This design comes from an exercise in tuning for small area and a short achievable clock period on the open sky130 flow, not from production work. The RTL was checked by simulation tests, not by an equivalence proof against the original design. Power and IR drop assume default switching activity.

==> flow/design.v <==
`timescale 1ns / 1ps
module Console(
    output [6:0]sseg,
    input [3:0]hex,
	 input n_valid   
    );
    assign sseg = (n_valid) ? 7'b1000000:
						(hex == 4'd0) ? 7'b0111111 :
						(hex == 4'd1) ? 7'b0000110 :
						(hex == 4'd2) ? 7'b1011011 :
						(hex == 4'd3) ? 7'b1001111:
						(hex == 4'd4) ? 7'b1100110 :
						(hex == 4'd5) ? 7'b1101101 :
						(hex == 4'd6) ? 7'b1111101 :
						(hex == 4'd7) ? 7'b0000111 :
						(hex == 4'd8) ? 7'b1111111 :
						(hex == 4'd9) ? 7'b1100111 :
						(hex == 4'd10) ? 7'b1110111 :
						(hex == 4'd11) ? 7'b1111100 :
						(hex == 4'd12) ? 7'b0111001 :
						(hex == 4'd13) ? 7'b1011110 :
						(hex == 4'd14) ? 7'b1111001 :
						7'b1110001 ;
endmodule
module Microprocessor(
    output mem_write,
    output mem_read,
    output reg_write,
    output [1:0]op,
    output [6:0]reg_num,
    output [6:0]pc_high,
    output [6:0]pc_low,
    output [7:0]instruction_address,
    output [6:0]rwd_1,
    output [6:0]rwd_0,
    output [1:0]r_symbol,
    input oscillator,
    input reset,
    input [7:0]instruction
    );
    reg [7:0] pc;
    reg [7:0] r [0:3];
    reg       valid;       
    reg [1:0] opc;         
    reg [1:0] rn;          
    reg [7:0] disp;        
    wire [1:0] op_i = instruction[7:6];
    wire [1:0] sa   = instruction[5:4];
    wire [1:0] sb   = instruction[3:2];
    wire [7:0] ra = r[sa];
    wire [7:0] rb = r[sb];
    wire [9:0] qd [0:3];
    genvar k, n;
    generate
        for (k = 0; k < 4; k = k + 1) begin : rq
            assign qd[k][0] = (r[k][7:2] == 6'd63);
            for (n = 1; n < 10; n = n + 1) begin : d
                assign qd[k][n] = (r[k][7:2] == n - 1);
            end
        end
    endgenerate
    wire [9:0] qs = qd[sa];
    wire [1:0] l  = ra[1:0];
    wire       b0p = (l == 2'd3);
    wire       b2m = (l == 2'd0);
    wire       b3m = ~l[1];
    wire [7:0] rs [0:3];
    generate
        for (n = 0; n < 8; n = n + 1) begin : rsel
            assign rs[0][n] = b0p ? qs[n]   : qs[n+1];
            assign rs[1][n] = qs[n+1];
            assign rs[2][n] = b2m ? qs[n+2] : qs[n+1];
            assign rs[3][n] = b3m ? qs[n+2] : qs[n+1];
        end
    endgenerate
    wire [1:0] bk = l + instruction[1:0];
    wire [3:0] bs = 4'b0001 << bk;
    wire       st = (op_i == 2'b10);
    wire [7:0] bd [0:3];            
    generate
        for (k = 0; k < 4; k = k + 1) begin : bank
            wire [7:0] acc [0:8];
            assign acc[0] = 8'd0;
            for (n = 0; n < 8; n = n + 1) begin : row
                localparam integer A = 4 * n + k;
                reg [7:0] w;
                always @(posedge oscillator or posedge reset)
                    if (reset)
                        w <= (A < 16) ? A : 16 - A;
                    else if (st && bs[k] && rs[k][n])
                        w <= rb;
                assign acc[n+1] = acc[n] | ({8{rs[k][n]}} & w);
            end
            assign bd[k] = acc[8];
        end
    endgenerate
    wire [7:0] rdata = ({8{bs[0]}} & bd[0]) | ({8{bs[1]}} & bd[1]) |
                       ({8{bs[2]}} & bd[2]) | ({8{bs[3]}} & bd[3]);
    wire [7:0] g0 = ra & rb;
    wire [7:0] p0 = ra ^ rb;
    wire [7:0] g1, p1, g2, p2, g3;
    generate
        for (n = 0; n < 8; n = n + 1) begin : pfx
            if (n >= 1) begin : l1
                assign g1[n] = g0[n] | (p0[n] & g0[n-1]);
                assign p1[n] = p0[n] & p0[n-1];
            end else begin : l1z
                assign g1[n] = g0[n];
                assign p1[n] = p0[n];
            end
            if (n >= 2) begin : l2
                assign g2[n] = g1[n] | (p1[n] & g1[n-2]);
                assign p2[n] = p1[n] & p1[n-2];
            end else begin : l2z
                assign g2[n] = g1[n];
                assign p2[n] = p1[n];
            end
            if (n >= 4) begin : l3
                assign g3[n] = g2[n] | (p2[n] & g2[n-4]);
            end else begin : l3z
                assign g3[n] = g2[n];
            end
        end
    endgenerate
    wire [7:0] sum = p0 ^ {g3[6:0], 1'b0};
    wire [7:0] wdata = instruction[6] ? rdata : sum;
    wire [1:0] wsel  = instruction[6] ? sb : instruction[1:0];
    wire       wen   = ~instruction[7];
    wire [7:0] pc_p1 = pc + 8'd1;
    wire [7:0] pc_p2 = {pc[7:1] + 7'd1, pc[0]};
    wire [7:0] pc_m1 = pc - 8'd1;
    reg  [7:0] pc_next;
    always @(*) begin
        if (op_i != 2'b11)
            pc_next = pc_p1;
        else case (instruction[1:0])
            2'b00: pc_next = pc_p1;
            2'b01: pc_next = pc_p2;
            2'b10: pc_next = pc_m1;
            default: pc_next = pc;
        endcase
    end
    always @(posedge oscillator or posedge reset) begin
        if (reset) begin
            pc <= 8'd0;
            r[0] <= 8'd0; r[1] <= 8'd0; r[2] <= 8'd0; r[3] <= 8'd0;
            valid <= 1'b0;
        end else begin
            pc <= pc_next;
            if (wen) r[wsel] <= wdata;
            valid <= wen;
        end
    end
    always @(posedge oscillator) begin
        opc  <= op_i;
        rn   <= wsel;
        disp <= wdata;
    end
    Console c_rwd1(rwd_1,   disp[7:4], ~valid);
    Console c_rwd0(rwd_0,   disp[3:0], ~valid);
    Console c_pch (pc_high, pc[7:4],   1'b0);
    Console c_pcl (pc_low,  pc[3:0],   1'b0);
    Console c_rn  (reg_num, {2'b00, rn}, ~valid);
    assign instruction_address = pc;
    assign op        = opc;
    assign mem_write = (opc == 2'b10);
    assign mem_read  = (opc == 2'b01);
    assign reg_write = ~opc[1];
    assign r_symbol  = 2'b11;
endmodule
==> flow/flow/run.sh <==
#!/bin/bash
# Standard layout, with plain buffers (not delay cells) on the ports.
set -euo pipefail
export BUFFER_PORTS_ARGS="-buffer_cell sky130_fd_sc_hd__buf_2"
bash standard.sh finish > standard_flow.log 2>&1
==> flow/standard.sh <==
#!/bin/bash
# synth_recipe.tcl (not shown) runs the flow's synth.tcl, then flattens the netlist and writes it again
# the make line also repeats each setting of config.mk as NAME=value (left out here)
make -C /OpenROAD-flow-scripts/flow DESIGN_CONFIG=/design/flow/config.mk WORK_HOME=/design/flow/orfs CLKGATE_MAP_FILE= SYNTH_SCRIPT=/design/flow/synth_recipe.tcl "${@:-finish}"
==> flow/config.mk <==
export PLATFORM = sky130hd
export DESIGN_NAME = Microprocessor
export DESIGN_NICKNAME = Microprocessor
export VERILOG_FILES = /design/flow/design.v
export SDC_FILE = /design/flow/constraint.sdc
export NUM_CORES = 4
export LEC_CHECK = 0
export ABC_AREA = 1
export CAP_MARGIN = 20
export CORE_MARGIN = 2
export CORE_UTILIZATION = 55
export CTS_BUF_LIST = sky130_fd_sc_hd__clkbuf_4 sky130_fd_sc_hd__clkbuf_8
export SETUP_SLACK_MARGIN = 3.0
export SLEW_MARGIN = 20
==> flow/constraint.sdc <==
create_clock -name core_clock -period 6.0 [get_ports {oscillator}]
set_input_delay 1.2000 -clock core_clock [delete_from_list [all_inputs] [get_ports {oscillator}]]
set_output_delay 1.2000 -clock core_clock [all_outputs]
set_load 0.01 [all_outputs]
==> notes.md, run 1 <==
count of buffer and inverter cells on the critical path=4; total number of yosys warnings=2; crit path DAT=about 2.2 ns; clock insertion delay at the later pin of the skew report=a little under 0.6 ns; wire length of the first global-routing pass=83.4 mm; crit start category=register; Cell Rows=62; post-synthesis average cell area=roughly 7.6 um^2; clock root buffer master=clkbuf_8; detailed-routing iteration count for the pre-antenna-repair pass=8; fraction of the cycle the final worst path needs=a little under three fifths; cells after synthesis=between 2000 and 2500; transition time at the pin with the least slew margin=0.871 ns; Die Area=~30000 um^2; global-route usage over all layers=a little over a third; maximum fanout along the worst path=5; initial antenna violation count=1; cells along the critical path=inv_4 -> ha_4 -> inv_4 -> buf_12 -> nor3_4 -> nor2_2 -> a21oi_2 -> nor3_2 -> nand2_1 -> buf_2; iteration-0 DRC count of the detailed router=1600; final clock skew=approximately 0.018 ns; final-stage net count=about 2400; antenna-violating nets left=0; number of flip-flops and latches in the synthesized netlist=309; worst max-slew margin expressed relative to the limit=approximately two fifths; fraction of final layout cells with drive strength greater than 1=37.6%; number of vias per cell=5.96; number of setup violations in the final report=0; outcome=timing/DRC/antenna clean; R2R Setup Slk=slightly above 3 ns; die width=175 um; minimum clock period=between 3 and 4 ns; critical path start-end classification=register to primary output; via count of the first global-routing pass=around 15000; number of port buffers=57; Crit. End Element=primary output; pin count of the biggest net entering global routing=132; die height=about 170 um; io pins=60; Power Density=393 nW/um^2; class of the most critical hold timing path=register to register; Unique masters post-synth=55; total core area=between 20000 and 30000 um^2; Leak Pwr=just over 10 nW; area of the mapped netlist=between 15000 and 20000 um^2; per-cell routed wire length=around 21 um; IR drop worst, VDD=0.224 mV; number of antenna repair diodes=0; Max Transition Viols Final=0; Post-DP HPWL=about 32 mm; family of cells with the greatest summed delay on the critical path=flip-flops; combinational fraction of design power=between 40% and 50%; count of flip-flops with a built-in enable after synthesis=0; overflow left after global routing=0; cell occurring most often along the worst timing path=inv_4; primary flip-flop cell chosen by synthesis mapping=dfrtp_1; slowest stage cell on the critical path=dfrtp_2; Req. time, crit path=approximately 4.8 ns; power dissipated by switching net loads=between 3 and 4 mW; starting density of the core=between 50% and 60%; Clock Sink Count=309; clock input transition at the sequential cells of the worst setup and hold paths=0.06 ns; number of maximum-capacitance constraint violations=0; # fillers=a little over 2000; upper clock frequency limit=between 200 and 300 MHz; CTS tree=yes; Max Root-Sink Buffers=3; internal power=roughly 5.2 mW; async set-reset flop share out of synthesis=about 96%; area growth from synthesis to final layout=38.1%; Worst Hold Margin=between 0.4 and 0.5 ns; CTS Hold Bufs=0; Num CTS Buffers=52; delay of the slowest cell on the worst path=~0.46 ns; final routed wirelength across all metal layers=58.6 mm; post-detailed-route DRC marker count=0; total count of hold-check failures in the final report=0; vias post-DR=about 17000; unrepaired setup endpoints after global routing=yes; sequential cell area fraction in the yosys report=around half; H-tree Lvls=2; clock share of power=between 20% and 30%; routability cong.=0.924; summed negative setup slack over all endpoints=0 ns; register share of total power=~34%; switching share of total power=39.7%
==> per-layer routing <==
metal	up-vias	wire length, um	track usage, %
met5	-	0	0
met4	0	3840	15.6
met3	291	5640	6.24
met2	959	26700	54.3
met1	7926	22400	47.7
li1	7478	-	-
==> power by group through the flow <==
stage / Clock [mW] / Combinational [mW] / Sequential, mW
5_1_grt: 2.18 / 3.85 / 3.02
6_report: 2.08 / 3.63 / 2.98
4_1_cts: 2.08 / 2.85 / 2.94
3_3_place_gp: 0 / 2.15 / 2.97
2_1_floorplan: 0 / 1.58 / 2.83
3_5_place_dp: 0 / 2.18 / 2.98
==> worst reg2reg max path, delay by kind of cell (launching register included) <==
family | cells | cell delay, ns
compound gates | 3 | 0.55
simple gates | 11 | 1.29
buf+inv | 4 | 0.56
flops | 1 | 0.48
==> area by class of cell <==
cell class                 instances  area [um^2]  share of cell area, %
clock buffer                      87         1050                   4.76
timing repair buffer             266         2460                   11.1
clock inverter                    10          106                  0.481
tap                              384          480                   2.17
timing repair inverter             2         16.3                 0.0735
inverter                         152          683                   3.09
sequential                       309         7860                   35.5
multi-input combinational       1583         9460                   42.8
==> metrics by stage <==
step / setup slack [ns] / utilization (%) / cells / area, um^2 / power, mW
floorplan: 0.956 / - / 2111 / 16700 / 4.41
global placement: 1.62 / 59.2 / 2490 / 17000 / 5.12
detailed placement: 1.50 / 59.2 / 2490 / 17000 / 5.16
CTS: 2.66 / 69.2 / 2685 / 19900 / 7.87
global route: 2.51 / 77.1 / 2793 / 22100 / 9.05
finish: 2.59 / 77.1 / 2793 / 22100 / 8.68
==> kinds of logic (layout without fill, tap and decap cells) <==
logic type / count (synthesis) / after routing / synth area share [%]
buffers and inverters: 230 / 517 / 5.79
XOR/XNOR: 8 / 8 / 0.438
flip-flops: 309 / 309 / 48.9
AO/OA/AOI/OAI: 440 / 440 / 14.9
other: 1 / 2 / 0.0234
AND/OR/NAND/NOR: 1103 / 1114 / 28.5
adder cells (fa/ha/maj): 19 / 19 / 1.53
==> state kept, by name, summed over array words and instances, names as in the netlist <==
name / cells
r: 32
valid: 1
rn: 2
bank.row.w: 256
pc: 8
opc: 2
disp: 8
==> repair_timing <==
action                     4_1_cts  5_1_grt
gates resized for setup        221      343
gates cloned                    12        8
setup endpoints to repair      318      316
setup buffers                   86      100
pin swaps                       59      155
==> cell usage in the layout (no fill, tap or decap), types with 22 or more instances in the layout <==
master,instances
nand2_1,678
o21ai_1,217
dfrtp_1,164
buf_4,148
dfstp_2,124
inv_1,97
o21ai_0,95
nand2_4,73
nor2_1,66
clkbuf_8,64
nand2_2,56
buf_2,53
nand3_1,44
nand3_2,43
nor2_4,40
nand4_1,38
buf_6,31
inv_2,27
clkbuf_4,23
buf_12,23
a21oi_1,22
==> final timing paths <==
kind / start / cells after the start / to
setup / recovery: pc[1] / 10 / pc_low[1]
hold / removal: bank[1].row[1].w[2] / 2 / bank[1].row[1].w[2]
setup reg to reg: r[1][7] / 18 / r[3][0]
hold reg to reg: bank[1].row[1].w[2] / 2 / bank[1].row[1].w[2]
max in group asynchronous: reset / 4 / pc[7]
min in group asynchronous: reset / 2 / bank[3].row[0].w[7]
==> synth_stat cells (2+ instances only) <==
cell      instances  area, um^2
a211oi_1          2        15.0
a21boi_0          7        52.6
a21oi_1          41         205
a221oi_1          2        17.5
a311oi_1          2        17.5
a31oi_1           2        12.5
buf_2             3        15.0
buf_4            10        75.1
buf_6             3        33.8
clkbuf_1         62         233
clkinv_1          4        15.0
dfrtp_1         173        4330
dfstp_2         124        3260
dfxtp_1          12         240
ha_1             18         225
inv_1           140         526
inv_2             8        30.0
nand2_1         786        2950
nand2_2          22         138
nand3_1         104         521
nand4_1          38         238
nor2_1          110         413
nor2_2           11        68.8
nor3_1           13        65.1
nor3_4            2        32.5
nor4_1            3        18.8
o211ai_1          6        45.0
o21a_1            5        37.5
o21ai_0         326        1630
o21ai_1           4        20.0
o21bai_1          6        45.0
o221ai_1          3        26.3
o22ai_1          19         119
o31ai_1           5        37.5
or2_2             8        50.1
xnor2_1           3        26.3
xor2_1            5        43.8
==> run 2: changes to the inputs <==
--- a/flow/config.mk
+++ b/flow/config.mk
@@ -11,4 +11,3 @@
 export CORE_UTILIZATION = 55
-export CTS_BUF_LIST = sky130_fd_sc_hd__clkbuf_4 sky130_fd_sc_hd__clkbuf_8
-export SETUP_SLACK_MARGIN = 3.0
+export SETUP_SLACK_MARGIN = 2.5
 export SLEW_MARGIN = 20
==> run 2 against run 1 <==
- still clean
- maximum frequency is 1.7% lower
- critical path depth is 7 higher
- design area is 14% lower
- die area stayed put
- total power is 12% lower
- clock skew is 0.012 ns higher
- worst hold slack better by 0.016 ns
- synthesized cell count stayed put
- largest cell class is now flip-flops and latches
==> notes.md, run 2 <==
Most flops, register=bank.row.w; number of maximum-capacitance constraint violations=0; number of placed instances with taps included=between 2000 and 2500; crit path DAT=between 3 and 4 ns; cell taking the most area after synthesis=dfrtp_1; IR drop worst, VDD=~0.27 mV; antenna-violating nets left=0; clock insertion delay at the later pin of the skew report=between 0.5 and 0.6 ns; delay of the slowest cell on the worst path=0.39 ns; iteration-0 DRC count of the detailed router=about 1600; clock input transition at the sequential cells of the worst setup and hold paths=about 0.06 ns; Cell Rows=between 60 and 70; top cells by area in the synthesized netlist=dfrtp_1 (27%), dfstp_2 (20%), nand2_1 (18%); slowest stage cell on the critical path=fa_2; number of port buffers=57; Crit. End Element=register; area growth from synthesis to final layout=18.2%; post-route design area=18900 um^2; CTS tree=yes; cells after synthesis=between 2000 and 2500; routability cong.=~1.0; unrepaired setup endpoints after global routing=yes; Die Area=about 30000 um^2; via count of the first global-routing pass=13600; starting density of the core=55.8%; most frequent cells in the layout=nand2_1 (739), o21ai_0 (312), dfrtp_1 (169), dfstp_2 (124), inv_1 (121); upper clock frequency limit=slightly below 300 MHz; total number of yosys warnings=2; minimum clock period=3.47 ns; area of the mapped netlist=approximately 16000 um^2; post-detailed-route DRC marker count=0; fraction of the cycle the final worst path needs=about 58%; Layout Utilization=between 60% and 70%; cells along the critical path=buf_8 -> clkinvlp_4 -> buf_6 -> a221o_1 -> o22ai_4 -> buf_12 -> inv_4 -> ha_4 -> fa_2 -> nand3_2 -> and2_4 -> inv_2 -> a21oi_2 -> o21ai_2 -> xnor2_1 -> nand2_2 -> a21boi_2; final-stage net count=roughly 2200; crit start category=input port; Clock Sink Count=309; Unique masters post-synth=55; Power Density=around 400 nW/um^2; transition time at the pin with the least slew margin=between 0.9 and 1 ns; post-synthesis average cell area=7.59 um^2; fraction of final layout cells with drive strength greater than 1=22.0%; io pins=60; Req. time, crit path=between 6 and 7 ns; Tot Pwr=roughly 7.6 mW; Max Transition Viols Final=0; async set-reset flop share out of synthesis=a little over nine tenths; class of the most critical hold timing path=register to register; pin count of the biggest net entering global routing=about 120; per-cell routed wire length=18.8 um; clock root buffer master=clkbuf_16; total count of hold-check failures in the final report=0; Leak Pwr=8.57 nW; sequential cell area fraction in the yosys report=between 40 and 50%; instance area after placement=between 15000 and 20000 um^2; overflow left after global routing=0; global-route usage over all layers=31.6%; Post-DP HPWL=about 32 mm; number of flip-flops and latches in the synthesized netlist=309; primary flip-flop cell chosen by synthesis mapping=dfrtp_1; Num CTS Buffers=35; CTS Hold Bufs=0; total core area=28700 um^2; Max Root-Sink Buffers=3; count of flip-flops with a built-in enable after synthesis=0; die height=roughly 170 um; top-count cell post-synth=nand2_1; critical path start-end classification=input port to register; area fraction of the dominant cell type after synthesis=approximately 27%; summed negative setup slack over all endpoints=0 ns; vias post-DR=between 10000 and 15000; number of setup violations in the final report=0; detailed-routing iteration count for the pre-antenna-repair pass=6; worst max-slew margin expressed relative to the limit=roughly 36%; maximum fanout along the worst path=5; number of flip-flops under the largest register name=about 260; die width=175 um; outcome=timing/DRC/antenna clean; final routed wirelength across all metal layers=approximately 49 mm; # fillers=2552; wire length of the first global-routing pass=roughly 76 mm; largest registers=bank.row.w x256, r x32; H-tree Lvls=2; initial antenna violation count=0; Final Non-Filler Cells=around 2600; final clock skew=0.0306 ns; leading cell types by count after synthesis=nand2_1 (786), o21ai_0 (326), dfrtp_1 (173); number of vias per cell=between 5 and 6; most common library cell in the layout ignoring fill and taps=nand2_1; number of antenna repair diodes=0
[run 2: cell types whose count changed in the layout (fill, tap and decap cells not counted), moves of 24 or more]
cell / delta
buf_6: -28
nand3_1: +54
o21ai_1: -208
nand2_1: +61
inv_1: +24
nor2_1: +28
nor2_4: -27
buf_4: -106
o21ai_0: +217
clkbuf_16: +36
nand2_4: -57
nand3_2: -37
clkbuf_8: -57
[run 2: where the power goes]
| group | total [mW] | switching, mW | internal [mW] | leakage (nW) |
|---|---|---|---|---|
| clock network | 2.18 | 0.883 | 1.30 | 0.567 |
| logic | 2.47 | 1.59 | 0.878 | 4.32 |
| registers | 2.96 | 0.373 | 2.59 | 3.69 |
[run 2: cell type report]
class                           instances  area [um^2]  share of cell area [%]
Clock buffer                           49          998                    5.27
Sequential cell                       309         7830                    41.4
Timing Repair inverter                  1         5.00                  0.0264
Clock inverter                         14          181                   0.958
Tap cell                              384          480                    2.54
Timing Repair Buffer                  119          997                    5.27
Multi-Input combinational cell       1574         7820                    41.3
Inverter                              152          618                    3.26
[run 2: worst max-delay path, delay by kind of cell]
family          cells  cell delay [ns]
compound gates      5             0.95
buf+inv             6             0.61
fa+ha+maj           2             0.54
simple gates        3             0.37
xor+xnor            1             0.18
[run 2: final timing paths]
path	start	to	slack, ns	depth (start not counted)
hold / removal	bank[2].row[1].w[4]	bank[2].row[1].w[4]	0.48	2
hold reg to reg	bank[2].row[1].w[4]	bank[2].row[1].w[4]	0.48	2
setup / recovery	instruction[2]	disp[6]	2.53	17
max in group asynchronous	reset	bank[0].row[0].w[4]	3.84	3
min in group asynchronous	reset	bank[3].row[1].w[5]	0.77	2
setup reg to reg	r[2][0]	disp[6]	3.13	14
[run 2: repair_timing]
action,CTS,global route
gates resized for setup,36,142
pin swaps,3,34
buffers inserted,4,36
endpoints found under the setup margin,118,285
cloned,1,5
[run 2: through the flow]
step / setup WS [ns] / hold slack, ns
2_1_floorplan: 0.956 / 0.449
3_3_place_gp: 1.69 / 0.465
3_5_place_dp: 1.62 / 0.470
4_1_cts: 2.38 / 0.486
5_1_grt: 2.42 / 0.503
6_report: 2.53 / 0.485
[run 2: metal layers]
layer  GRT usage [%]  wire (um)  share of wire (%)
met5               0          0                  0
met4            11.7       1430                2.9
met3            3.98       3450                7.0
met2            48.7      22400                 46
met1            46.1      21700                 44
[run 2: logic make-up (layout without fill, tap and decap cells)]
| logic type | Yosys count | count (layout) | share of synthesized area (%) |
|---|---|---|---|
| adder cells (fa/ha/maj) | 19 | 19 | 1.53 |
| buffers and inverters | 230 | 335 | 5.79 |
| AND/OR/NAND/NOR | 1103 | 1105 | 28.5 |
| AO/OA/AOI/OAI | 440 | 440 | 14.9 |
| flip-flops | 309 | 309 | 48.9 |
| other | 1 | 2 | 0.0234 |
| XOR/XNOR | 8 | 8 | 0.438 |
==> run 3: changes to the inputs <==
==> flow/run.sh (new file) <==
#!/bin/bash
# synth_recipe.tcl (not shown) runs the flow's synth.tcl, then flattens the netlist and writes it again
# the make line also repeats each setting of config.mk as NAME=value (left out here)
make -C /OpenROAD-flow-scripts/flow DESIGN_CONFIG=/design/flow/config.mk WORK_HOME=/design/flow/orfs CLKGATE_MAP_FILE= SYNTH_SCRIPT=/design/flow/synth_recipe.tcl finish
--- a/flow/config.mk
+++ b/flow/config.mk
@@ -7,3 +7,2 @@
 export LEC_CHECK = 0
-export ABC_AREA = 1
 export CAP_MARGIN = 20
removed: flow/flow/run.sh
removed: flow/standard.sh
==> run 3 against run 2 <==
- still clean on timing, DRC and antenna
- cell count is 16% lower
- critical path depth is 2 lower
- worst hold slack worse by 0.010 ns
- sequential share of layout area is 6.2 points lower
- flip-flop and latch count stayed put
- largest power group is now combinational logic
==> notes.md, run 3 <==
total area of multi-input combinational cells=9890 um^2; wire length of the first global-routing pass=~85 mm; largest registers=bank.row.w x256, r x32; final routed wirelength across all metal layers=around 59 mm; switching share of total power=40.8%; top cells by area in the synthesized netlist=dfrtp_1 (26%), dfstp_2 (20%), mux2_2 (15%); per-cell routed wire length=~27 um; area growth from synthesis to final layout=34.9%; cells after synthesis=1577; io pins=60; Most flops, register=bank.row.w; clock root buffer master=clkbuf_16; total core area=approximately 30000 um^2; minimum clock period=4.14 ns; global-route usage over all layers=a little over a third; number of antenna repair diodes=0; clock share of power=roughly a fifth; antenna-violating nets left=0; class of the most critical hold timing path=register to register; Unique masters post-synth=89; upper clock frequency limit=between 200 and 250 MHz; crit path DAT=~4.6 ns; Power Density=between 500 and 600 nW/um^2; iteration-0 DRC count of the detailed router=between 1500 and 2000; final-stage net count=around 1800; overflow left after global routing=0; most frequent cells in the layout=mux2_4 (192), dfrtp_1 (165), nand2_1 (162), buf_4 (137), dfstp_2 (124); Reg area=slightly below 8000 um^2; fraction of the cycle the final worst path needs=68.9%; internal power=7.12 mW; fraction of final layout cells with drive strength greater than 1=between 40% and 50%; vias post-DR=14500; starting density of the core=roughly 56%; cell taking the most area after synthesis=dfrtp_1; # fillers=~2000; H-tree Lvls=2; primary flip-flop cell chosen by synthesis mapping=dfrtp_1; R2R Setup Slk=2.30 ns; Clock Sink Count=around 300; Num CTS Buffers=35; async set-reset flop share out of synthesis=between 90% and 100%; number of maximum-capacitance constraint violations=0; via count of the first global-routing pass=roughly 14000; unrepaired setup endpoints after global routing=yes; number of flip-flops under the largest register name=approximately 260; total count of hold-check failures in the final report=0; Cell Rows=between 60 and 70; Post-DP HPWL=approximately 34 mm; summed negative setup slack over all endpoints=0 ns; initial antenna violation count=2; outcome=timing/DRC/antenna clean; Max Root-Sink Buffers=3; CTS tree=yes; Die Area=31500 um^2; CTS Hold Bufs=0; Crit. End Element=register; post-synthesis average cell area=between 10 and 15 um^2; Max Transition Viols Final=0; crit start category=input port; IR drop worst, VDD=~0.3 mV; final clock skew=0.0156 ns; total number of yosys warnings=2; number of port buffers=57; area fraction of the dominant cell type after synthesis=about a quarter; sequential cell area fraction in the yosys report=between 40 and 50%; die width=between 150 and 200 um; power dissipated by switching net loads=approximately 5 mW; number of flip-flops and latches in the synthesized netlist=just over 300; most common library cell in the layout ignoring fill and taps=mux2_4; maximum fanout along the worst path=11; pin count of the biggest net entering global routing=163; worst setup margin=between 1.5 and 2 ns; number of vias per cell=about 6.6; Tot Pwr=about 12 mW; transition time at the pin with the least slew margin=just over 0.9 ns; clock insertion delay at the later pin of the skew report=0.52 ns; dpl ws=~0.73 ns; detailed-routing iteration count for the pre-antenna-repair pass=9; Req. time, crit path=around 6.4 ns; combinational fraction of design power=51.9%; worst max-slew margin expressed relative to the limit=between 30% and 40%; count of flip-flops with a built-in enable after synthesis=0; Leak Pwr=9.31 nW; register share of total power=between 20% and 30%; die height=between 150 and 200 um; top-count cell post-synth=mux2_2; clock input transition at the sequential cells of the worst setup and hold paths=0.07 ns; post-detailed-route DRC marker count=0; number of setup violations in the final report=0; area of the mapped netlist=between 15000 and 20000 um^2; leading cell types by count after synthesis=mux2_2 (216), nand2_1 (182), dfrtp_1 (173); routability cong.=roughly 0.95; critical path start-end classification=input port to register
run 3: power groups by stage:
| stage | clock, mW | combinational [mW] | sequential (mW) |
|---|---|---|---|
| floorplan | 0 | 3.30 | 3.20 |
| global placement | 0 | 4.47 | 3.50 |
| detailed placement | 0 | 4.54 | 3.49 |
| CTS | 2.25 | 5.49 | 3.50 |
| global route | 2.33 | 6.46 | 3.61 |
| finish | 2.24 | 6.24 | 3.54 |
run 3: cell families after synthesis:
group,Yosys count,synth area share (%)
other,1,0.0227
buffers and inverters,164,4.08
and+or+nand+nor,419,12.0
adders and majority gates,19,1.48
xor gates and xnor gates,17,1.13
DFF,309,47.4
AOI/OAI and AO/OA,387,15.4
muxes,261,18.6
run 3: per-stage QoR:
step / instances / utilization (%) / hold slack (ns) / cell area (um^2)
after floorplan: 1578 / - / 0.443 / 18000
after global placement: 1956 / 62.9 / 0.454 / 18600
after detailed placement: 1956 / 62.9 / 0.464 / 18600
after CTS: 2138 / 72.6 / 0.474 / 21500
after global routing: 2180 / 75.3 / 0.497 / 22300
final: 2180 / 75.3 / 0.475 / 22300
run 3: area by class of cell:
class	instances	area share, %
multi-input combinational	1108	44.4
inverter	43	0.808
timing repair buffer	267	12.1
sequential	309	35.1
clock inverter	9	0.477
clock buffer	54	4.93
tap	390	2.19
run 3: layer usage:
layer | GRT usage [%] | vias to the layer above | share of wire [%]
met3 | 8.12 | 300 | 11
met5 | 0 | - | 0.017
met1 | 49.8 | 7143 | 40
met4 | 16.5 | 2 | 6.0
met2 | 54.0 | 901 | 43
li1 | - | 6120 | -
run 3: repair_timing:
item,4_1_cts,5_1_grt
endpoints found under the setup margin,305,261
resized for setup,170,109
buffers inserted,113,41
gates cloned,6,1
pin swaps,73,63
run 3: worst max-delay path, cell delays in order:
cell	delay (ns)
buf_8	0.10
buf_8	0.13
buf_6	0.12
buf_4	0.14
mux4_2	0.50
bufbuf_16	0.34
nor2_1	0.08
and3_1	0.24
a31oi_1	0.35
o211ai_1	0.18
a211oi_2	0.58
a211oi_2	0.13
o22ai_2	0.26
buf_4	0.17
inv_2	0.02
run 3: worst paths after layout:
check / start / endpoint / cells after the start
setup reg to reg: r[3][3] / disp[7] / 12
max in group asynchronous: reset / bank[2].row[1].w[3] / 3
min in group asynchronous: reset / pc[2] / 3
hold reg to reg: bank[1].row[0].w[0] / bank[1].row[0].w[0] / 2
hold / removal: bank[1].row[0].w[0] / bank[1].row[0].w[0] / 2
setup / recovery: instruction[5] / disp[7] / 15
==> run 4: changes to the inputs <==
--- a/flow/config.mk
+++ b/flow/config.mk
@@ -7,2 +7,3 @@
 export LEC_CHECK = 0
+export ABC_AREA = 1
 export CAP_MARGIN = 20
@@ -10,2 +11,4 @@
 export CORE_UTILIZATION = 55
+export CTS_CLUSTER_DIAMETER = 70
+export CTS_CLUSTER_SIZE = 25
 export SETUP_SLACK_MARGIN = 2.5
==> run 4 against run 3 <==
- still clean on timing, DRC and antenna
- sequential share of layout area grew 7.5 points
- total power decreased by 42%
- core utilization is 11 points lower
- non-clock buffer count is 159 lower
- design area is 18% lower
- worst setup slack improved by 0.65 ns
- area after synthesis shrank 3.1%
- maximum frequency grew 19%
- register-to-register slack better by 0.74 ns
- largest cell class is now flip-flops and latches
==> notes.md, run 4 <==
outcome=timing/DRC/antenna clean; end point of the most critical hold path=bank[2].row[3].w[0]; clock insertion delay at the later pin of the skew report=about 0.53 ns; Layout Utilization=approximately 64%; cells after synthesis=between 2000 and 2500; crit start category=register; final clock skew=approximately 0.022 ns; CTS tree=yes; number of flip-flops under the largest register name=around 260; final-stage net count=around 2200; Crit. End Element=primary output; io pins=60; Die Area=slightly above 30000 um^2; class of the most critical hold timing path=register to register; IR drop worst, VDD=0.293 mV; Reg area=7840 um^2; cell taking the most area after synthesis=dfrtp_1; vias post-DR=about 15000; total core area=28700 um^2; family of cells with the greatest summed delay on the critical path=buffers and inverters; worst max-slew margin expressed relative to the limit=29.2%; count of flip-flops with a built-in enable after synthesis=0; clock root buffer master=clkbuf_16; number of antenna repair diodes=0; register share of total power=around 42%; minimum clock period=between 3 and 4 ns; number of maximum-capacitance constraint violations=0; starting density of the core=55.8%; pin count of the biggest net entering global routing=between 150 and 200; number of port buffers=57; capture point of the worst reg-to-reg path=r[1][1]; switching share of total power=39.7%; H-tree Lvls=1; slowest stage cell on the critical path=dfrtp_2; number of flip-flops and latches in the synthesized netlist=309; Clock Sink Count=309; wire length of the first global-routing pass=~75 mm; summed negative setup slack over all endpoints=0 ns; clock share of power=a little over a fifth; crit path DAT=2.28 ns; Reg2Reg Depth=16; Post-DP HPWL=approximately 31 mm; via count of the first global-routing pass=about 13000; power dissipated by switching net loads=about 2.8 mW; leading cell types by count after synthesis=nand2_1 (786), o21ai_0 (326), dfrtp_1 (173); count of buffer and inverter cells on the critical path=4; sequential cell area fraction in the yosys report=48.9%; upper clock frequency limit=about 290 MHz; iteration-0 DRC count of the detailed router=1376; post-synthesis average cell area=between 7 and 8 um^2; Req. time, crit path=4.80 ns; cell occurring most often along the worst timing path=buf_4; cells along the critical path=inv_4 -> ha_4 -> buf_4 -> nor3_4 -> buf_4 -> o41ai_2 -> nand2_1 -> clkdlybuf4s15_1; die width=~170 um; top cells by area in the synthesized netlist=dfrtp_1 (27%), dfstp_2 (20%), nand2_1 (18%); internal power=approximately 4.2 mW; Leak Pwr=about 8.2 nW; total number of yosys warnings=2; antenna-violating nets left=0; startpoint of the lowest-slack register-to-register path=r[1][2]; Cell Rows=62; detailed-routing iteration count for the pre-antenna-repair pass=5; combinational fraction of design power=a little over a third; Max Transition Viols Final=0; most common library cell in the layout ignoring fill and taps=nand2_1; final routed wirelength across all metal layers=about 47 mm; maximum fanout along the worst path=5; initial antenna violation count=0; transition time at the pin with the least slew margin=around 1.1 ns; clock input transition at the sequential cells of the worst setup and hold paths=0.09 ns; depth of the worst hold-timing path=2; Power Density=~380 nW/um^2; fraction of final layout cells with drive strength greater than 1=a little under a fifth; top-count cell post-synth=nand2_1; fraction of the cycle the final worst path needs=around 58%; total area of multi-input combinational cells=slightly below 8000 um^2; Num CTS Buffers=21; post-detailed-route DRC marker count=0; area fraction of the dominant cell type after synthesis=approximately 27%; critical path start-end classification=register to primary output; number of setup violations in the final report=0; largest registers=bank.row.w x256, r x32; delay of the slowest cell on the worst path=between 0.4 and 0.5 ns; Unique masters post-synth=55; number of vias per cell=between 5 and 6; # fillers=~2500; R2R Setup Slk=approximately 3 ns; Max Root-Sink Buffers=3; per-cell routed wire length=around 18 um; async set-reset flop share out of synthesis=between 90% and 100%; area of the mapped netlist=16000 um^2; routability cong.=between 0.9 and 1; total count of hold-check failures in the final report=0; Most flops, register=bank.row.w; die height=about 170 um; overflow left after global routing=0; most frequent cells in the layout=nand2_1 (740), o21ai_0 (312), dfrtp_1 (164), inv_1 (124), dfstp_2 (124); hold path start=bank[2].row[3].w[0]; global-route usage over all layers=30.9%; area growth from synthesis to final layout=14.9%; primary flip-flop cell chosen by synthesis mapping=dfrtp_1; unrepaired setup endpoints after global routing=yes
==> run 4: changes by cell type after synthesis, sizes merged, moves of 46 or more <==
cell and delta:
nor2 +46, inv +107, nand3 +67, nand2 +626, o21ai +176, mux2 -216
==> run 4: per-stage QoR <==
stage | std cells | setup slack, ns | hold slack, ns | area [um^2] | total power, mW
after floorplan | 2111 | 0.956 | 0.449 | 16100 | 4.30
after global placement | 2491 | 1.05 | 0.466 | 17000 | 5.16
after detailed placement | 2491 | 1.01 | 0.472 | 17000 | 5.20
after CTS | 2545 | 2.26 | 0.494 | 18000 | 6.83
after global routing | 2563 | 2.44 | 0.506 | 18400 | 7.38
final | 2563 | 2.52 | 0.489 | 18400 | 7.00
==> run 4: layout make-up <==
class	instances	share of cell area [%]
Clock buffer	23	2.90
Clock inverter	14	0.966
Inverter	152	3.24
Multi-Input combinational cell	1573	42.2
Sequential cell	309	42.6
Tap cell	384	2.61
Timing Repair Buffer	108	5.42
==> run 4: cells by family after synthesis <==
| family | synth area share, % |
|---|---|
| AO/OA/AOI/OAI | 14.9 |
| XOR/XNOR | 0.438 |
| adder cells (fa/ha/maj) | 1.53 |
| buffers and inverters | 5.79 |
| flip-flops | 48.9 |
| other | 0.0234 |
| AND/OR/NAND/NOR | 28.5 |
==> run 4: timing repair <==
item,in CTS,in global routing
cloned,1,0
pin swaps,8,10
hold buffers,0,0
setup buffers,16,18
resized for setup,95,88
endpoints found under the setup margin,309,262
==> run 4: metal layers <==
metal | global-route usage, % | wire length, um | up-vias
met4 | 9.44 | 1740 | 0
met5 | 0 | 0 | -
li1 | - | - | 7007
met2 | 48.7 | 21100 | 561
met1 | 45.6 | 21400 | 6910
met3 | 3.29 | 3030 | 122
==> run 4: how the worst max path moves through the flow <==
stage | from | end | slack, ns | depth (start not counted)
2_1_floorplan | reset | bank[0].row[0].w[0] | 0.96 | 1
3_3_place_gp | instruction[5] | disp[0] | 1.05 | 15
3_5_place_dp | instruction[5] | r[0][0] | 1.01 | 17
4_1_cts | pc[1] | pc_low[1] | 2.26 | 9
5_1_grt | instruction[4] | r[1][6] | 2.44 | 19
6_report | pc[0] | pc_low[2] | 2.52 | 8
==> run 4: worst reg2reg max path, delay by kind of cell, from the launching register on <==
family / cells / cell delay [ns]
DFF: 1 / 0.40
buffers and inverters: 2 / 0.29
AOI/OAI and AO/OA: 2 / 0.53
and+or+nand+nor: 12 / 1.61
==> run 4: power groups by stage <==
stage	combinational (mW)	clock (mW)	sequential [mW]
after CTS	2.32	1.56	2.95
final	2.51	1.53	2.96
after floorplan	1.46	0	2.83
after detailed placement	2.22	0	2.97
after global placement	2.19	0	2.97
after global routing	2.75	1.63	3.00
==> run 5: changes to the inputs <==
--- a/flow/config.mk
+++ b/flow/config.mk
@@ -11,4 +11,4 @@
 export CORE_UTILIZATION = 55
-export CTS_CLUSTER_DIAMETER = 70
-export CTS_CLUSTER_SIZE = 25
+export CTS_CLUSTER_DIAMETER = 100
+export CTS_CLUSTER_SIZE = 30
 export SETUP_SLACK_MARGIN = 2.5
==> run 5 against run 4 <==
- cell count did not move
- via count rose by 0.15%
- area after synthesis did not move
- total power fell by 4.4%
- die area did not move
- synthesized cell count did not move
- clock power fell by 24%
- clock-buffer cell count fell by 1
- core utilization fell by 0.30 points
- wire length rose by 0.52%
- global-route usage barely moved
- sequential power barely moved
- critical path type unchanged
- largest cell class is now multi-input gates
- highest routed layer unchanged
==> notes.md, run 5 <==
area growth from synthesis to final layout=14.4%; CTS Hold Bufs=0; top cells by area in the synthesized netlist=dfrtp_1 (27%), dfstp_2 (20%), nand2_1 (18%); delay of the slowest cell on the worst path=~0.46 ns; class of the most critical hold timing path=register to register; leading cell types by count after synthesis=nand2_1 (786), o21ai_0 (326), dfrtp_1 (173); total number of yosys warnings=2; clock insertion delay at the later pin of the skew report=between 0.5 and 0.6 ns; upper clock frequency limit=just under 300 MHz; summed negative setup slack over all endpoints=0 ns; io pins=60; hold path start=bank[0].row[4].w[6]; die height=between 150 and 200 um; fraction of synthesized area in multiplexers=0%; routability cong.=around 0.94; Worst Hold Margin=around 0.50 ns; cell taking the most area after synthesis=dfrtp_1; number of antenna repair diodes=0; Post-Synth Simple-Gate Area=28.5%; sequential cell area fraction in the yosys report=between 40% and 50%; number of maximum-capacitance constraint violations=0; Leak Pwr=8.16 nW; crit start category=register; count of flip-flops with a built-in enable after synthesis=0; global-route usage over all layers=just over 30%; fraction of the mapped netlist area in compound gates=between 10% and 20%; final-stage net count=2200; slowest stage cell on the critical path=dfrtp_2; CTS tree=yes; number of setup violations in the final report=0; number of port buffers=between 50 and 60; number of flip-flops and latches in the synthesized netlist=309; critical path start-end classification=register to primary output; vias post-DR=approximately 15000; most frequent cells in the layout=nand2_1 (738), o21ai_0 (312), dfrtp_1 (164), dfstp_2 (124), inv_1 (123); post-detailed-route DRC marker count=0; startpoint of the lowest-slack register-to-register path=r[1][2]; Power Density=roughly 370 nW/um^2; final routed wirelength across all metal layers=between 40 and 50 mm; largest registers=bank.row.w x256, r x32; detailed-routing iteration count for the pre-antenna-repair pass=8; count of buffer and inverter cells on the critical path=3; Reg area=around 8000 um^2; clock root buffer master=clkbuf_16; minimum clock period=3.46 ns; post-synthesis average cell area=7.59 um^2; outcome=timing/DRC/antenna clean; Worst Setup SP=pc[1]; worst max-slew margin expressed relative to the limit=between 30% and 40%; # fillers=2564; area of the mapped netlist=between 15000 and 20000 um^2; initial antenna violation count=0; family of cells with the greatest summed delay on the critical path=compound AO/OA/AOI/OAI gates; Max Root-Sink Buffers=3; total core area=28700 um^2; via count of the first global-routing pass=around 13000; number of flip-flops under the largest register name=256; cells after synthesis=around 2100; starting density of the core=a little under three fifths; antenna-violating nets left=0; die width=around 170 um; cells along the critical path=buf_4 -> ha_4 -> inv_2 -> nand2_2 -> o21ai_2 -> nand2_2 -> o41ai_2 -> nand2_1 -> buf_2; post-synthesis share of cell area spent on xor and xnor gates=less than 1%; area fraction of the dominant cell type after synthesis=27.0%; Num CTS Buffers=14; Unique masters post-synth=55; primary flip-flop cell chosen by synthesis mapping=dfrtp_1; Post-DP HPWL=about 31 mm; async set-reset flop share out of synthesis=between 90% and 100%; fraction of the cycle the final worst path needs=around 58%; total count of hold-check failures in the final report=0; iteration-0 DRC count of the detailed router=about 1500; Max Transition Viols Final=0; Cell Rows=62; maximum fanout along the worst path=4; Synth Area in Adders=1.53%; Tot Pwr=6.69 mW; fraction of final layout cells with drive strength greater than 1=approximately 18%; pin count of the biggest net entering global routing=roughly 180; Clock Sink Count=approximately 300; top-count cell post-synth=nand2_1; per-cell routed wire length=around 19 um; Req. time, crit path=4.80 ns; clock input transition at the sequential cells of the worst setup and hold paths=between 0.1 and 0.15 ns; total area of multi-input combinational cells=between 7000 and 8000 um^2; unrepaired setup endpoints after global routing=yes; cell occurring most often along the worst timing path=nand2_2; dominant combinational cell family by area after synthesis=simple AND/OR/NAND/NOR gates; H-tree Lvls=1; number of vias per cell=5.71; overflow left after global routing=0; Most flops, register=bank.row.w; crit path DAT=2.26 ns; transition time at the pin with the least slew margin=between 1 and 1.5 ns; Crit. End Element=primary output; most common library cell in the layout ignoring fill and taps=nand2_1; IR drop worst, VDD=0.288 mV; final clock skew=0.0155 ns; Die Area=between 30000 and 40000 um^2; wire length of the first global-routing pass=~75 mm
[run 5: cell counts after synthesis]
Identical to the previous run, type by type.
[run 5: through the flow]
stage / instances / utilization (%) / area (um^2) / setup WS (ns)
3_3_place_gp: 2491 / 59.1 / 17000 / 1.05
6_report: 2563 / 63.8 / 18300 / 2.54
4_1_cts: 2537 / 62.2 / 17900 / 2.27
5_1_grt: 2563 / 63.8 / 18300 / 2.42
2_1_floorplan: 2111 / - / 16100 / 0.956
3_5_place_dp: 2491 / 59.1 / 17000 / 1.01
[run 5: kinds of logic (layout without fill, tap and decap cells)]
kind of cell,count (synthesis),in the layout
AOI/OAI and AO/OA,440,440
xor gates and xnor gates,8,8
adders and majority gates,19,19
buffers and inverters,230,295
DFF,309,309
other,1,2
and+or+nand+nor,1103,1106
[run 5: worst min-delay path: cells and delay by family (launching register included)]
| family | cells | cell delay, ns |
|---|---|---|
| DFF | 1 | 0.36 |
| and+or+nand+nor | 1 | 0.05 |
| AOI/OAI and AO/OA | 1 | 0.06 |
[run 5: per-layer routing]
layer | up-vias | share of wire, % | track usage (%)
li1 | 7007 | - | -
met2 | 546 | 45 | 48.4
met5 | - | 0 | 0
met3 | 90 | 6.2 | 3.50
met4 | 0 | 3.2 | 9.44
met1 | 6979 | 46 | 45.8
[run 5: cell type report]
type	count	share of cell area, %
clock buffer	22	2.19
tap	384	2.62
inverter	152	3.32
multi-input combinational	1575	42.9
clock inverter	2	0.150
sequential	309	42.8
timing repair buffer	119	6.01
[run 5: repair_timing]
action | CTS | global route
resized for setup | 114 | 99
cloned | 2 | 1
setup endpoints to repair | 309 | 311
pin swaps | 8 | 25
hold endpoints to repair | 0 | 0
setup buffers | 20 | 25
[run 5: report_power, final]
part	switching, mW	total, mW	internal [mW]
logic	1.62	2.58	0.963
registers	0.354	2.94	2.59
clock network	0.685	1.17	0.481
total	2.66	6.69	4.03
[run 5: final timing paths]
| path | end | slack, ns | depth (start not counted) |
|---|---|---|---|
| min in group asynchronous | bank[3].row[4].w[1] | 1.21 | 3 |
| worst min-delay path | bank[0].row[4].w[6] | 0.50 | 2 |
| max in group asynchronous | valid | 3.86 | 3 |
| worst max-delay path | pc_low[2] | 2.54 | 9 |
| worst min register to register | bank[0].row[4].w[6] | 0.50 | 2 |
| worst max register to register | disp[7] | 3.05 | 17 |
==> run 6: changes to the inputs <==
--- a/flow/config.mk
+++ b/flow/config.mk
@@ -11,5 +11,4 @@
 export CORE_UTILIZATION = 55
-export CTS_CLUSTER_DIAMETER = 100
-export CTS_CLUSTER_SIZE = 30
-export SETUP_SLACK_MARGIN = 2.5
+export CTS_BUF_LIST = sky130_fd_sc_hd__clkbuf_4 sky130_fd_sc_hd__clkbuf_8
+export SETUP_SLACK_MARGIN = 3.0
 export SLEW_MARGIN = 20
==> run 6 against run 5 <==
- flip-flop and latch count stayed put
- clock-buffer cell count is 66 higher
- core utilization is 11 points higher
- register-to-register slack better by 0.14 ns
- sequential power is 2% higher
- cell count is 7.8% higher
- total power is 26% higher
- still clean on timing, DRC and antenna
- synthesized cell count stayed put
- wire length is 15% higher
- worst hold slack worse by 0.023 ns
- global-route usage is 1.8 points higher
- design area is 18% higher
==> notes.md, run 6 <==
Final Non-Filler Cells=2762; CTS tree=yes; final clock skew=around 0.022 ns; crit start category=register; starting density of the core=between 50% and 60%; Req. time, crit path=4.80 ns; per-cell routed wire length=roughly 20 um; die width=approximately 170 um; number of setup violations in the final report=0; iteration-0 DRC count of the detailed router=approximately 1700; H-tree Lvls=2; post-detailed-route DRC marker count=0; antenna-violating nets left=0; Worst Hold Margin=about 0.47 ns; sequential cell area fraction in the yosys report=between 40% and 50%; number of port buffers=between 50 and 60; most frequent cells in the layout=nand2_1 (697), o21ai_1 (217), dfrtp_1 (164), buf_4 (131), dfstp_2 (124); Crit. End Element=primary output; area fraction of the dominant cell type after synthesis=27.0%; class of the most critical hold timing path=register to register; wire length of the first global-routing pass=around 80 mm; clock root buffer master=clkbuf_8; post-synthesis average cell area=about 7.6 um^2; internal power=approximately 5 mW; crit path DAT=~2.3 ns; Most flops, register=bank.row.w; routability cong.=roughly 0.95; total number of yosys warnings=2; outcome=timing/DRC/antenna clean; number of flip-flops and latches in the synthesized netlist=just over 300; cells after synthesis=around 2100; transition time at the pin with the least slew margin=~0.9 ns; total count of hold-check failures in the final report=0; total core area=approximately 29000 um^2; Reg2Reg Depth=19; Leak Pwr=9.85 nW; pin count of the biggest net entering global routing=around 160; Layout Utilization=75.0%; global-route usage over all layers=between 30% and 40%; top cells by area in the synthesized netlist=dfrtp_1 (27%), dfstp_2 (20%), nand2_1 (18%); unrepaired setup endpoints after global routing=yes; Worst Setup SP=pc[0]; number of placed instances with taps included=~2500; overflow left after global routing=0; capture point of the worst reg-to-reg path=r[3][7]; fraction of the cycle the final worst path needs=roughly 58%; Max Transition Viols Final=0; largest registers=bank.row.w x256, r x32; primary flip-flop cell chosen by synthesis mapping=dfrtp_1; number of flip-flops under the largest register name=between 200 and 300; die height=175 um; worst setup path endpoint=pc_low[3]; most common library cell in the layout ignoring fill and taps=nand2_1; detailed-routing iteration count for the pre-antenna-repair pass=6; final-stage net count=roughly 2400; area growth from synthesis to final layout=34.4%; summed negative setup slack over all endpoints=0 ns; worst max-slew margin expressed relative to the limit=between 40% and 50%; Clock Sink Count=a little over 300; switching share of total power=between 30% and 40%; Num CTS Buffers=52; leading cell types by count after synthesis=nand2_1 (786), o21ai_0 (326), dfrtp_1 (173); critical path start-end classification=register to primary output; power dissipated by switching net loads=~3.3 mW; Die Area=30500 um^2; number of maximum-capacitance constraint violations=0; Cell Rows=slightly above 60; final routed wirelength across all metal layers=around 55 mm; clock share of power=roughly a quarter; R2R Setup Slk=approximately 3.2 ns; register share of total power=between 30% and 40%; # fillers=between 2000 and 2500; startpoint of the lowest-slack register-to-register path=r[2][4]; clock insertion delay at the later pin of the skew report=between 0.5 and 0.6 ns; io pins=60; async set-reset flop share out of synthesis=a little over nine tenths; clock input transition at the sequential cells of the worst setup and hold paths=0.06 ns; area of the mapped netlist=16000 um^2; via count of the first global-routing pass=between 10000 and 15000; minimum clock period=between 3 and 4 ns; combinational fraction of design power=roughly two fifths; Unique masters post-synth=55; fraction of final layout cells with drive strength greater than 1=34.7%; cell taking the most area after synthesis=dfrtp_1; upper clock frequency limit=288 MHz; Post-DP HPWL=approximately 32 mm; initial antenna violation count=0; IR drop worst, VDD=0.319 mV; maximum fanout along the worst path=7; Power Density=slightly below 400 nW/um^2; count of flip-flops with a built-in enable after synthesis=0; vias post-DR=16100; number of vias per cell=between 5 and 6; number of antenna repair diodes=0; top-count cell post-synth=nand2_1; Max Root-Sink Buffers=3
[run 6: cell counts after synthesis]
No cell type changed its count.
[run 6: power by group through the flow]
stage                     logic [mW]  registers, mW  clock network, mW
final                           3.36           2.99               2.05
after global routing            3.59           3.03               2.16
after CTS                       2.69           2.96               2.07
after detailed placement        2.35           2.99                  0
after global placement          2.31           2.99                  0
after floorplan                 1.58           2.83                  0
[run 6: cell families after synthesis]
family	count (synthesis)	share of synthesized area (%)
other cells	1	0.0234
fa+ha+maj	19	1.53
compound gates	440	14.9
flops	309	48.9
buf+inv	230	5.79
xor+xnor	8	0.438
simple gates	1103	28.5
[run 6: what timing repair did]
item                                    CTS  global route
cloned                                    4            10
endpoints found under the setup margin  332           293
pin swaps                                67           138
setup buffers                            74            86
gates resized for setup                 300           315
hold buffers                              0             0
[run 6: worst max-delay path, cell delays in order (launching register included)]
cell and delay, ns:
dfrtp_2 0.47, inv_4 0.08, ha_4 0.20, nor2_4 0.12, a21oi_1 0.06, a21oi_1 0.13, o22ai_1 0.10, o21ai_1 0.15
inv_1 0.06, o21ai_1 0.12, nand2_1 0.06, buf_2 0.14
[run 6: layout make-up]
type,count,area (um^2),area share (%)
timing repair inverter,1,8.76,0.0407
timing repair buffer,239,2210,10.3
inverter,152,686,3.19
multi-input combinational,1580,9120,42.4
clock buffer,88,1070,4.99
sequential,309,7870,36.5
tap,384,480,2.23
clock inverter,9,78.8,0.366
[run 6: routing by layer]
metal | part of all wire [%] | global-route usage (%) | vias up
met3 | 7.6 | 4.35 | 194
met4 | 4.8 | 12.3 | 0
met2 | 47 | 53.5 | 770
li1 | - | - | 7407
met1 | 40 | 45.1 | 7754
met5 | 0 | 0 | -
[run 6: stage by stage]
step	instance area, um^2	setup WS, ns	power, mW
after CTS	19700	2.64	7.72
after floorplan	16700	0.956	4.41
after global routing	21500	2.45	8.77
after detailed placement	17300	0.922	5.34
final	21500	2.53	8.40
after global placement	17300	0.990	5.30
[run 6: worst min-delay path by stage]
stage                     slack, ns             endpoint                start  cells after the start
after floorplan                0.44              r[1][5]              r[1][5]                      2
after global placement         0.46  bank[1].row[2].w[0]  bank[1].row[2].w[0]                      2
after detailed placement       0.46  bank[1].row[5].w[0]  bank[1].row[5].w[0]                      2
after CTS                      0.47  bank[0].row[6].w[5]  bank[0].row[6].w[5]                      2
after global routing           0.48  bank[1].row[2].w[0]  bank[1].row[2].w[0]                      2
final                          0.47  bank[3].row[6].w[6]  bank[3].row[6].w[6]                      2
==> run 7: changes to the inputs <==
--- a/flow/config.mk
+++ b/flow/config.mk
@@ -11,4 +11,6 @@
 export CORE_UTILIZATION = 55
-export CTS_BUF_LIST = sky130_fd_sc_hd__clkbuf_4 sky130_fd_sc_hd__clkbuf_8
+export CTS_CLUSTER_DIAMETER = 70
+export CTS_CLUSTER_SIZE = 25
 export SETUP_SLACK_MARGIN = 3.0
 export SLEW_MARGIN = 20
+export TNS_END_PERCENT = 0
==> run 7 against run 6 <==
- still clean on timing, DRC and antenna
- design area fell by 13%
- non-clock buffer count fell by 118
- die area did not move
- worst hold slack improved by 0.017 ns
- cell count fell by 6.5%
- flip-flop and latch count did not move
- synthesized cell count did not move
- largest cell class is now flip-flops and latches
==> notes.md, run 7 <==
Power Density=about 390 nW/um^2; total core area=approximately 29000 um^2; CTS Hold Bufs=0; leading cell types by count after synthesis=nand2_1 (786), o21ai_0 (326), dfrtp_1 (173); Reg2Reg Depth=18; die height=175 um; initial antenna violation count=0; number of flip-flops and latches in the synthesized netlist=around 300; Clock Sink Count=about 310; startpoint of the lowest-slack register-to-register path=r[1][2]; clock insertion delay at the later pin of the skew report=between 0.5 and 0.6 ns; Die Area=between 30000 and 40000 um^2; Reg area=slightly below 8000 um^2; transition time at the pin with the least slew margin=around 0.85 ns; Most flops, register=bank.row.w; total count of hold-check failures in the final report=0; area of the mapped netlist=roughly 16000 um^2; class of the most critical hold timing path=register to register; Max Transition Viols Final=0; worst setup path endpoint=pc_low[2]; switching share of total power=39.2%; Crit path depth=8; cells after synthesis=2110; post-synthesis average cell area=~7.6 um^2; post-detailed-route DRC marker count=0; starting density of the core=a little under three fifths; dpl ws=a little under 0.8 ns; crit path DAT=2.20 ns; clock root buffer master=clkbuf_16; detailed-routing iteration count for the pre-antenna-repair pass=6; area growth from synthesis to final layout=17.3%; count of buffer and inverter cells on the critical path=3; crit start category=register; register share of total power=between 30 and 40%; slowest stage cell on the critical path=dfrtp_2; R2R Setup Slk=about 3.1 ns; Max Root-Sink Buffers=3; vias post-DR=14700; delay of the slowest cell on the worst path=approximately 0.48 ns; capture point of the worst reg-to-reg path=r[2][5]; pin count of the biggest net entering global routing=183; worst max-slew margin expressed relative to the limit=between 40% and 50%; Final Non-Filler Cells=around 2600; number of setup violations in the final report=0; cell taking the most area after synthesis=dfrtp_1; Req. time, crit path=4.80 ns; iteration-0 DRC count of the detailed router=1348; Leak Pwr=around 8.4 nW; top-count cell post-synth=nand2_1; worst setup margin=2.60 ns; Worst Setup SP=pc[0]; family of cells with the greatest summed delay on the critical path=flip-flops; final routed wirelength across all metal layers=roughly 48 mm; antenna-violating nets left=0; total area of multi-input combinational cells=between 7000 and 8000 um^2; cells along the critical path=inv_4 -> ha_4 -> buf_6 -> o21ai_4 -> nand2_2 -> o41ai_2 -> nand2_1 -> buf_2; wire length of the first global-routing pass=75.6 mm; global-route usage over all layers=a little under a third; io pins=60; number of flip-flops under the largest register name=256; unrepaired setup endpoints after global routing=yes; largest registers=bank.row.w x256, r x32; final-stage net count=roughly 2200; most common library cell in the layout ignoring fill and taps=nand2_1; die width=about 170 um; critical path start-end classification=register to primary output; async set-reset flop share out of synthesis=96.1%; number of placed instances with taps included=~2500; Layout Utilization=around 65%; Num CTS Buffers=24; number of maximum-capacitance constraint violations=0; # fillers=between 2000 and 3000; area fraction of the dominant cell type after synthesis=a little over a quarter; total number of yosys warnings=2; combinational fraction of design power=about a third; Crit. End Element=primary output; most frequent cells in the layout=nand2_1 (741), o21ai_0 (310), dfrtp_1 (165), inv_1 (126), dfstp_2 (124); minimum clock period=between 3 and 4 ns; per-cell routed wire length=roughly 18 um; number of vias per cell=about 5.7; fraction of the cycle the final worst path needs=between 50 and 60%; primary flip-flop cell chosen by synthesis mapping=dfrtp_1; number of port buffers=57; Worst Hold Margin=about 0.49 ns; Post-DP HPWL=roughly 32 mm; internal power=roughly 4.5 mW; H-tree Lvls=1; summed negative setup slack over all endpoints=0 ns; sequential cell area fraction in the yosys report=48.9%; fraction of final layout cells with drive strength greater than 1=19.7%; Cell Rows=62; clock input transition at the sequential cells of the worst setup and hold paths=roughly 0.080 ns; maximum fanout along the worst path=5; count of flip-flops with a built-in enable after synthesis=0; outcome=timing/DRC/antenna clean; IR drop worst, VDD=between 0.2 and 0.3 mV; via count of the first global-routing pass=13600; upper clock frequency limit=294 MHz; final clock skew=between 0.015 and 0.02 ns; routability cong.=0.964; overflow left after global routing=0; Unique masters post-synth=55; top cells by area in the synthesized netlist=dfrtp_1 (27%), dfstp_2 (20%), nand2_1 (18%); number of antenna repair diodes=0; CTS tree=yes; clock share of power=roughly a quarter; power dissipated by switching net loads=~2.9 mW
==> run 7: cell counts after synthesis <==
No cell type changed its count.
==> run 7: power by group through the flow <==
stage	Sequential, mW	Combinational [mW]	Clock (mW)
after global routing	2.98	2.84	1.95
after CTS	2.93	2.45	1.88
final	2.94	2.59	1.85
after floorplan	2.83	1.45	0
after detailed placement	2.96	2.20	0
after global placement	2.96	2.16	0
==> run 7: how the worst min path moves through the flow <==
stage	from	endpoint	slack, ns	depth (start not counted)
2_1_floorplan	r[1][2]	r[1][2]	0.45	2
3_3_place_gp	bank[0].row[5].w[1]	bank[0].row[5].w[1]	0.47	2
3_5_place_dp	r[1][5]	r[1][5]	0.47	2
4_1_cts	r[1][5]	r[1][5]	0.49	2
5_1_grt	bank[3].row[5].w[7]	bank[3].row[5].w[7]	0.51	2
6_report	bank[0].row[2].w[2]	bank[0].row[2].w[2]	0.49	2
==> run 7: worst register-to-register path: cells and delay by family, from the launching register on <==
| family | cells | cell delay (ns) |
|---|---|---|
| AO/OA/AOI/OAI | 2 | 0.56 |
| buffers and inverters | 3 | 0.39 |
| flip-flops | 1 | 0.37 |
| AND/OR/NAND/NOR | 13 | 1.45 |
==> run 7: timing repair <==
action,CTS,global route
hold endpoints to repair,0,0
endpoints found under the setup margin,330,335
resized for setup,198,44
setup buffers,38,8
pin swaps,26,14
==> run 7: logic make-up after synthesis <==
group	count (synthesis)	synth area share [%]
xor gates and xnor gates	8	0.438
adders and majority gates	19	1.53
buffers and inverters	230	5.79
other	1	0.0234
AOI/OAI and AO/OA	440	14.9
DFF	309	48.9
and+or+nand+nor	1103	28.5
==> run 7: through the flow <==
| stage | total power [mW] | area, um^2 |
|---|---|---|
| 4_1_cts | 7.26 | 18500 |
| 5_1_grt | 7.77 | 18800 |
| 6_report | 7.37 | 18800 |
| 3_3_place_gp | 5.12 | 16900 |
| 2_1_floorplan | 4.28 | 16000 |
| 3_5_place_dp | 5.16 | 16900 |
==> run 7: final cells by class <==
cell class	count	share of cell area [%]
clock buffers	27	3.48
clock inverters	17	1.45
inverters	152	3.18
multi-input cells	1572	41.6
flip-flops and latches	309	41.8
well taps	384	2.56
repair buffers	121	5.95
==> run 7: metal layers <==
metal | vias to the layer above | global-route usage, % | wire length, um
met2 | 504 | 50.3 | 21900
met3 | 100 | 2.37 | 2710
met4 | 0 | 9.65 | 1680
met1 | 7020 | 45.0 | 21300
met5 | - | 0 | 0
li1 | 7053 | - | -
==> run 8: changes to the inputs <==
--- a/flow/config.mk
+++ b/flow/config.mk
@@ -15,2 +15,2 @@
 export SLEW_MARGIN = 20
-export TNS_END_PERCENT = 0
+export TNS_END_PERCENT = 10
==> run 8 against run 7 <==
- still clean on timing, DRC and antenna
- die area unchanged
- first-iteration DRC count up 3.7%
- cell count up 2.1%
- global-route usage increased by 1.5 points
- register-to-register slack better by 0.05 ns
- maximum frequency up 0.22%
- design area is 5.7% higher
- clock power is essentially flat
- wire length grew 4.6%
- sequential share of layout area down 2.2 points
- clock skew increased by 0.0075 ns
- critical path depth unchanged
- largest cell class is now multi-input gates
- highest routed layer unchanged
==> notes.md, run 8 <==
outcome=timing/DRC/antenna clean; Reg2Reg Depth=17; CTS tree=yes; summed negative setup slack over all endpoints=0 ns; post-detailed-route DRC marker count=0; top cells by area in the synthesized netlist=dfrtp_1 (27%), dfstp_2 (20%), nand2_1 (18%); class of the most critical hold timing path=register to register; Die Area=about 30000 um^2; starting density of the core=about 56%; global-route usage over all layers=about a third; wire length of the first global-routing pass=a little under 80 mm; maximum fanout along the worst path=5; number of maximum-capacitance constraint violations=0; most crowded layer after global routing=met2; upper clock frequency limit=approximately 290 MHz; cells after synthesis=around 2100; worst setup margin=roughly 2.6 ns; power dissipated by switching net loads=3.07 mW; Most flops, register=bank.row.w; most frequent cells in the layout=nand2_1 (729), o21ai_0 (302), dfrtp_1 (165), dfstp_2 (124), inv_1 (109); CTS Hold Bufs=0; hold path start=bank[1].row[6].w[0]; Power Density=389 nW/um^2; routing usage on met1=between 40% and 50%; area growth from synthesis to final layout=24.0%; cells along the critical path=inv_4 -> ha_4 -> buf_6 -> o21ai_4 -> nand2_4 -> o41ai_2 -> nand2_1 -> buf_2; clock root buffer master=clkbuf_16; delay of the slowest cell on the worst path=0.48 ns; final routed wirelength across all metal layers=49.7 mm; number of vias per cell=approximately 5.7; Unique masters post-synth=55; Req. time, crit path=between 4 and 5 ns; most common library cell in the layout ignoring fill and taps=nand2_1; end point of the most critical hold path=bank[1].row[6].w[0]; IR drop worst, VDD=approximately 0.26 mV; clock input transition at the sequential cells of the worst setup and hold paths=roughly 0.080 ns; dpl ws=between 0.7 and 0.8 ns; sequential cell area fraction in the yosys report=48.9%; clock share of power=between 20% and 30%; transition time at the pin with the least slew margin=~0.94 ns; number of setup violations in the final report=0; combinational fraction of design power=between 30% and 40%; switching share of total power=roughly 40%; leading cell types by count after synthesis=nand2_1 (786), o21ai_0 (326), dfrtp_1 (173); slowest stage cell on the critical path=dfrtp_2; internal power=4.66 mW; total number of yosys warnings=2; family of cells with the greatest summed delay on the critical path=flip-flops; iteration-0 DRC count of the detailed router=~1400; io pins=60; final-stage net count=2262; depth of the worst hold-timing path=2; global-route met3 utilization=around 3.4%; largest registers=bank.row.w x256, r x32; count of flip-flops with a built-in enable after synthesis=0; total area of multi-input combinational cells=8340 um^2; async set-reset flop share out of synthesis=a little over nine tenths; number of flip-flops and latches in the synthesized netlist=approximately 310; per-cell routed wire length=roughly 19 um; critical path start-end classification=register to primary output; Crit. End Element=primary output; Clock Sink Count=slightly above 300; clock insertion delay at the later pin of the skew report=0.56 ns; total count of hold-check failures in the final report=0; count of buffer and inverter cells on the critical path=3; number of port buffers=57; Max Transition Viols Final=0; via count of the first global-routing pass=14300; final clock skew=between 0.02 and 0.03 ns; # fillers=about 2400; R2R Setup Slk=approximately 3.2 ns; register share of total power=between 30% and 40%; Max Root-Sink Buffers=3; die width=175 um; detailed-routing iteration count for the pre-antenna-repair pass=6; unrepaired setup endpoints after global routing=yes; die height=~170 um; total core area=approximately 29000 um^2; Post-DP HPWL=~32 mm; crit start category=register; area fraction of the dominant cell type after synthesis=27.0%; fraction of final layout cells with drive strength greater than 1=between 20% and 30%; Num CTS Buffers=24; Cell Rows=62; vias post-DR=roughly 15000; initial antenna violation count=0; fraction of the cycle the final worst path needs=56.5%; cell taking the most area after synthesis=dfrtp_1; crit path DAT=2.19 ns; Leak Pwr=8.87 nW; startpoint of the lowest-slack register-to-register path=r[1][3]; met2 track demand over resource in global routing=between 50% and 60%; worst max-slew margin expressed relative to the limit=37.4%; routability cong.=between 0.9 and 1; area of the mapped netlist=~16000 um^2; pin count of the biggest net entering global routing=183; number of flip-flops under the largest register name=around 260; minimum clock period=between 3 and 4 ns; H-tree Lvls=1; post-synthesis average cell area=7.59 um^2; primary flip-flop cell chosen by synthesis mapping=dfrtp_1; overflow left after global routing=0; capture point of the worst reg-to-reg path=r[1][6]; antenna-violating nets left=0; Reg area=7860 um^2; top-count cell post-synth=nand2_1; number of antenna repair diodes=0
[run 8: cell counts after synthesis]
Identical to the previous run, type by type.
[run 8: kinds of logic after synthesis]
family / Yosys count / synth area share, %
AO/OA/AOI/OAI: 440 / 14.9
XOR/XNOR: 8 / 0.438
adder cells (fa/ha/maj): 19 / 1.53
buffers and inverters: 230 / 5.79
flip-flops: 309 / 48.9
other: 1 / 0.0234
AND/OR/NAND/NOR: 1103 / 28.5
[run 8: power groups by stage]
stage | Combinational [mW] | Sequential (mW) | Clock (mW)
floorplan | 1.45 | 2.83 | 0
global placement | 2.16 | 2.96 | 0
detailed placement | 2.20 | 2.96 | 0
CTS | 2.67 | 2.93 | 1.88
global route | 3.18 | 2.99 | 1.95
finish | 2.93 | 2.94 | 1.85
[run 8: layer usage]
layer	vias to the layer above	share of wire, %
li1	7161	-
met1	7232	43
met2	568	47
met3	130	6.3
met4	0	4.1
met5	-	0
[run 8: worst min-delay path: cells and delay by family (launching register included)]
family          cells  cell delay [ns]
flops               1             0.38
simple gates        1             0.05
compound gates      1             0.05
[run 8: metrics by stage]
stage | util (%) | power (mW) | hold slack (ns) | cell area, um^2 | std cells
5_1_grt | 69.2 | 8.12 | 0.504 | 19800 | 2635
6_report | 69.2 | 7.73 | 0.477 | 19800 | 2635
3_5_place_dp | 58.9 | 5.16 | 0.466 | 16900 | 2491
4_1_cts | 67.6 | 7.48 | 0.490 | 19400 | 2609
2_1_floorplan | - | 4.28 | 0.449 | 16000 | 2111
3_3_place_gp | 58.9 | 5.12 | 0.465 | 16900 | 2491
[run 8: layout make-up]
class | instances | share of cell area (%)
multi-input combinational | 1575 | 42.0
sequential | 309 | 39.6
timing repair buffer | 171 | 8.14
clock buffer | 27 | 3.30
inverter | 152 | 3.19
tap | 384 | 2.42
clock inverter | 17 | 1.37
[run 8: worst max path at each step]
stage	startpoint	endpoint	slack, ns	depth (start not counted)
global placement	instruction[5]	disp[4]	0.77	16
detailed placement	instruction[5]	r[3][5]	0.79	18
floorplan	reset	bank[0].row[0].w[0]	0.96	1
CTS	pc[0]	pc_low[3]	2.66	11
finish	pc[0]	pc_low[2]	2.61	8
global route	pc[0]	pc_low[1]	2.54	9
[run 8: timing repair]
action,in CTS,in global routing
cloned,3,0
pin swaps,75,24
resized for setup,344,96
endpoints found under the setup margin,330,335
setup buffers,71,25

Re-timed with assumed drivers on the ports (clkbuf_16 on the clock, buf_2 on other inputs), run 8 has 2.558 ns of setup slack against 2.608 ns with ideal ports, and 2.174 ns once port delays also move by the mid clock arrival of 0.597 ns.
